What follows belongs to an exercise in optimizing a design on an open flow for small area and a short achievable clock period; a production flow would make more cautious choices. RTL that was checked went through simulation tests only; none was proved equivalent to the original.

==> flow/design.v (excerpt) <==
module CS(Y, X, reset, clk);
input clk, reset;
input [7:0] X;
output reg [9:0] Y;
reg [3:0] count;                  
reg [7:0] w0, w1, w2, w3, w4, w5, w6, w7, w8;    
reg [7:0] q;                      
reg [3:0] r;                      
wire nz = (count != 4'd0);
wire [7:0] qz = q & {8{nz}};
wire [3:0] rz = r & {4{nz}};
always @(posedge clk) begin
  q <= qn; r <= rn;
end
wire full = (count == 4'd9);
wire en = full & ~reset;
wire [7:0] qn;
wire [3:0] rn;
wire [9:0] Yd;
always @(posedge clk) begin
  w0 <= X; w1 <= w0; w2 <= w1; w3 <= w2; w4 <= w3;
  w5 <= w4; w6 <= w5; w7 <= w6; w8 <= w7;
end
always @(posedge clk) begin
  if (reset) count <= 4'd0;
  else if (!full) count <= count + 4'd1;
end
always @(posedge clk) Y <= Yd;
  ...
For scale: roughly 640 cells after synthesis, ~7100 um^2 of cells after synthesis.
export LEC_CHECK = 0
export CAP_MARGIN = 20
export CORE_MARGIN = 2
export CORE_UTILIZATION = 40
export CTS_BUF_LIST = sky130_fd_sc_hd__clkbuf_8
export SLEW_MARGIN = 20
export SYNTH_HIERARCHICAL = 1
export SYNTH_MINIMUM_KEEP_SIZE = 0
create_clock -name core_clock -period 23.0 [get_ports {clk}]
standard.sh (not shown) runs the stock make flow with config.mk's settings and CLKGATE_MAP_FILE= SYNTH_SCRIPT=/design/flow/synth_recipe.tcl, a recipe that flattens the netlist after the stock synthesis.
==> flow/flow/run.sh <==
#!/bin/bash
# The standard layout (standard.sh), with two changes to how it is made:
#  - ORFS's timing repair aims at a setup slack of 14 ns at the design's clock
#    period (SETUP_SLACK_MARGIN), so repair_timing sizes and buffers critical paths;
#  - every input and output port still gets a buffer, of cell sky130_fd_sc_hd__buf_2.
set -e
export SETUP_SLACK_MARGIN=14
export BUFFER_PORTS_ARGS="-buffer_cell sky130_fd_sc_hd__buf_2"
bash standard.sh > standard.log 2>&1
==> next run, changes <==
--- a/flow/flow/run.sh
+++ b/flow/flow/run.sh
@@ -3 +3 @@
-#  - ORFS's timing repair aims at a setup slack of 14 ns at the design's clock
+#  - ORFS's timing repair aims at a setup slack of 14.5 ns at the design's clock
@@ -7 +7 @@
-export SETUP_SLACK_MARGIN=14
+export SETUP_SLACK_MARGIN=14.5
What happened:
- count of clock-buffer cells in the layout does not change
- wire length goes up by a few percent
- hold slack gets worse by 0.0064 ns
- sequential share of layout area drops by 1.0 points
- final area is higher by a few percent
- non-clock buffer count is higher by 13
- worst setup slack improves by 0.23 ns
- via count went up by a few percent
- global-route usage goes up by 0.21 points
No functional check of the RTL was part of any run of this note.

---

Another version of the RTL of CS (not shown whole).
Size: about 600 cells after synthesis, about 20 I/O pins, ~6700 um2 of cells after synthesis.
clock: 23.0 ns
lec_check: 0
cap_margin: 20
core_margin: 2
core_utilization: 40
cts_buf_list: sky130_fd_sc_hd__clkbuf_8
cts_cluster_diameter: 150
cts_cluster_size: 40
slew_margin: 20
synth_hierarchical: 1
synth_minimum_keep_size: 0
==> flow/flow/run.sh <==
#!/bin/bash
# The standard layout (standard.sh), with two changes to how it is made:
#  - ORFS's timing repair aims at a setup slack of 13.5 ns at the design's clock
#    period (SETUP_SLACK_MARGIN), so repair_timing sizes and buffers critical paths;
#  - every input and output port still gets a buffer, of cell sky130_fd_sc_hd__buf_2.
set -e
export SETUP_SLACK_MARGIN=13.5
export BUFFER_PORTS_ARGS="-buffer_cell sky130_fd_sc_hd__buf_2"
bash standard.sh > standard.log 2>&1
==> next run, changes <==
--- a/flow/config.mk
+++ b/flow/config.mk
@@ -10 +10 @@
-export CORE_UTILIZATION = 40
+export CORE_UTILIZATION = 60
@@ -12,2 +11,0 @@
-export CTS_CLUSTER_DIAMETER = 150
-export CTS_CLUSTER_SIZE = 40
Final cell count decreases by 8.4%. Worst setup slack degrades by 120 ps. Count of clock-buffer cells in the layout does not change. Via count is about the same.
No run of this note included a check of the RTL's function; only the layout flow was run.

---

Setup of run 1:
CS, a different RTL version from the one above (not shown whole).
Size: about 610 cells after synthesis, about 20 I/O pins, about 6700 um2 of cells after synthesis.
clock: 23.0 ns
lec_check: 0
cap_margin: 20
core_margin: 2
core_utilization: 40
cts_buf_list: sky130_fd_sc_hd__clkbuf_8
slew_margin: 20
synth_hierarchical: 1
synth_minimum_keep_size: 0
==> flow/flow/run.sh <==
#!/bin/bash
# The standard layout (standard.sh), with two changes to how it is made:
#  - ORFS's timing repair aims at a setup slack of 14 ns at the design's clock
#    period (SETUP_SLACK_MARGIN), so repair_timing sizes and buffers critical paths;
#  - every input and output port still gets a buffer, of cell sky130_fd_sc_hd__buf_2.
set -e
export SETUP_SLACK_MARGIN=14
export BUFFER_PORTS_ARGS="-buffer_cell sky130_fd_sc_hd__buf_2"
bash standard.sh > standard.log 2>&1
The final layout from run 1, which completed every stage, passed the timing, design-rule and antenna checks at the end of the flow.
Input-level comparison between run 2 and run 1:
==> flow/flow/run.sh <==
#!/bin/bash
# The standard layout (standard.sh), with two changes to how it is made:
#  - ORFS's timing repair aims at a setup slack of 13.5 ns at the design's clock
#    period (SETUP_SLACK_MARGIN), so repair_timing sizes and buffers critical paths;
#  - every input and output port still gets a buffer, of cell sky130_fd_sc_hd__buf_2.
set -e
export SETUP_SLACK_MARGIN=13.5
export BUFFER_PORTS_ARGS="-buffer_cell sky130_fd_sc_hd__buf_2"
bash standard.sh > standard.log 2>&1
Results
Run 2 against run 1: worst slew margin relative to its limit decreased by 14 points relative to the old numbers; synthesis-to-layout area growth lost 5.7 points.
Comparing run 2 and run 1, final critical-path required period is higher on run 2.
Diff run 1 -> run 2: end-of-flow core utilization fell by 2.3 points, setup slack now smaller, wire length of the first global-routing pass shrank by about 0.8%.
Compared with run 1, run 2 improves overall routed net length.
Reported for run 2 and run 1, maximum root-to-sink buffer count turned out identical to the last digit.
Higher flip-flop and latch share of the layout cell area goes to run 2 over run 1.
#### Input delta (run 3 over run 2)
# run 2
export LEC_CHECK = 0
export CAP_MARGIN = 20
export CORE_MARGIN = 2
export CORE_UTILIZATION = 40
export CTS_BUF_LIST = sky130_fd_sc_hd__clkbuf_8
export SLEW_MARGIN = 20
export SYNTH_HIERARCHICAL = 1
export SYNTH_MINIMUM_KEEP_SIZE = 0
create_clock -name core_clock -period 23.0 [get_ports {clk}]
# run 3
export LEC_CHECK = 0
export ABC_AREA = 1
export CAP_MARGIN = 20
export CORE_MARGIN = 2
export CORE_UTILIZATION = 40
export CTS_BUF_LIST = sky130_fd_sc_hd__clkbuf_8
export SLEW_MARGIN = 20
export SYNTH_HIERARCHICAL = 1
export SYNTH_MINIMUM_KEEP_SIZE = 0
create_clock -name core_clock -period 23.0 [get_ports {clk}]
## What came out
Number of inverters outside the clock class in the layout | run 3 above run 2
Antenna cell count: run 2 vs run 3 identical
Worst reg-to-reg path cell count for run 3: 13% down relative to run 2
Non-filler instance count after layout: run 3 vs run 2 up 697
Worst setup slack, run 3 and run 2: smaller value in run 2
Note that the placement-stage cell area recorded for run 3 amounts to 1.2 times the value seen in run 2.
In summary, run 3 completed successfully, with a layout that passed the timing, design-rule and antenna checks.

-- port drivers added, routing unchanged --
The results above use ideal ports. As a check the final layouts listed here were re-extracted and re-timed, cells and wires unchanged. Step 1, drivers: a clkbuf_16 drives clk and a buf_2 each remaining input, both assumed. Step 2 adds t to the input delays and takes it off the output delays; t is the mean of the earliest and latest rising clock arrival at the registers after step 1. Input paths then give back, and output paths get back, about the clock's delay inside the block. Slacks: ideal ports / drivers / drivers and shift; pairs: ideal ports / drivers.
run	t, ns	setup WS [ns]	worst setup path at the end	latest minus earliest clock arrival (ns)
the first run of note 1	0.419	14.463 / 14.463 / 14.164	input to register	0.009 / 0.009
the second run of note 1	0.419	14.691 / 14.697 / 14.278	input to register	0.013 / 0.012
the first run of note 2	0.427	13.934 / 13.934 / 13.934	register to register	0.011 / 0.011
the second run of note 2	0.411	13.816 / 13.816 / 13.816	register to register	0.017 / 0.017
run 1	0.423	14.168 / 14.168 / 14.112	input to register	0.018 / 0.019
run 2	0.423	13.951 / 13.951 / 13.951	register to register	0.015 / 0.014
run 3	0.434	14.506 / 14.506 / 14.321	input to register	0.009 / 0.009
After both steps every run listed still meets setup and hold. The setup slack of the second run of note 1, which loses most, moves by +0.006 ns with the drivers and by -0.413 ns with both steps.
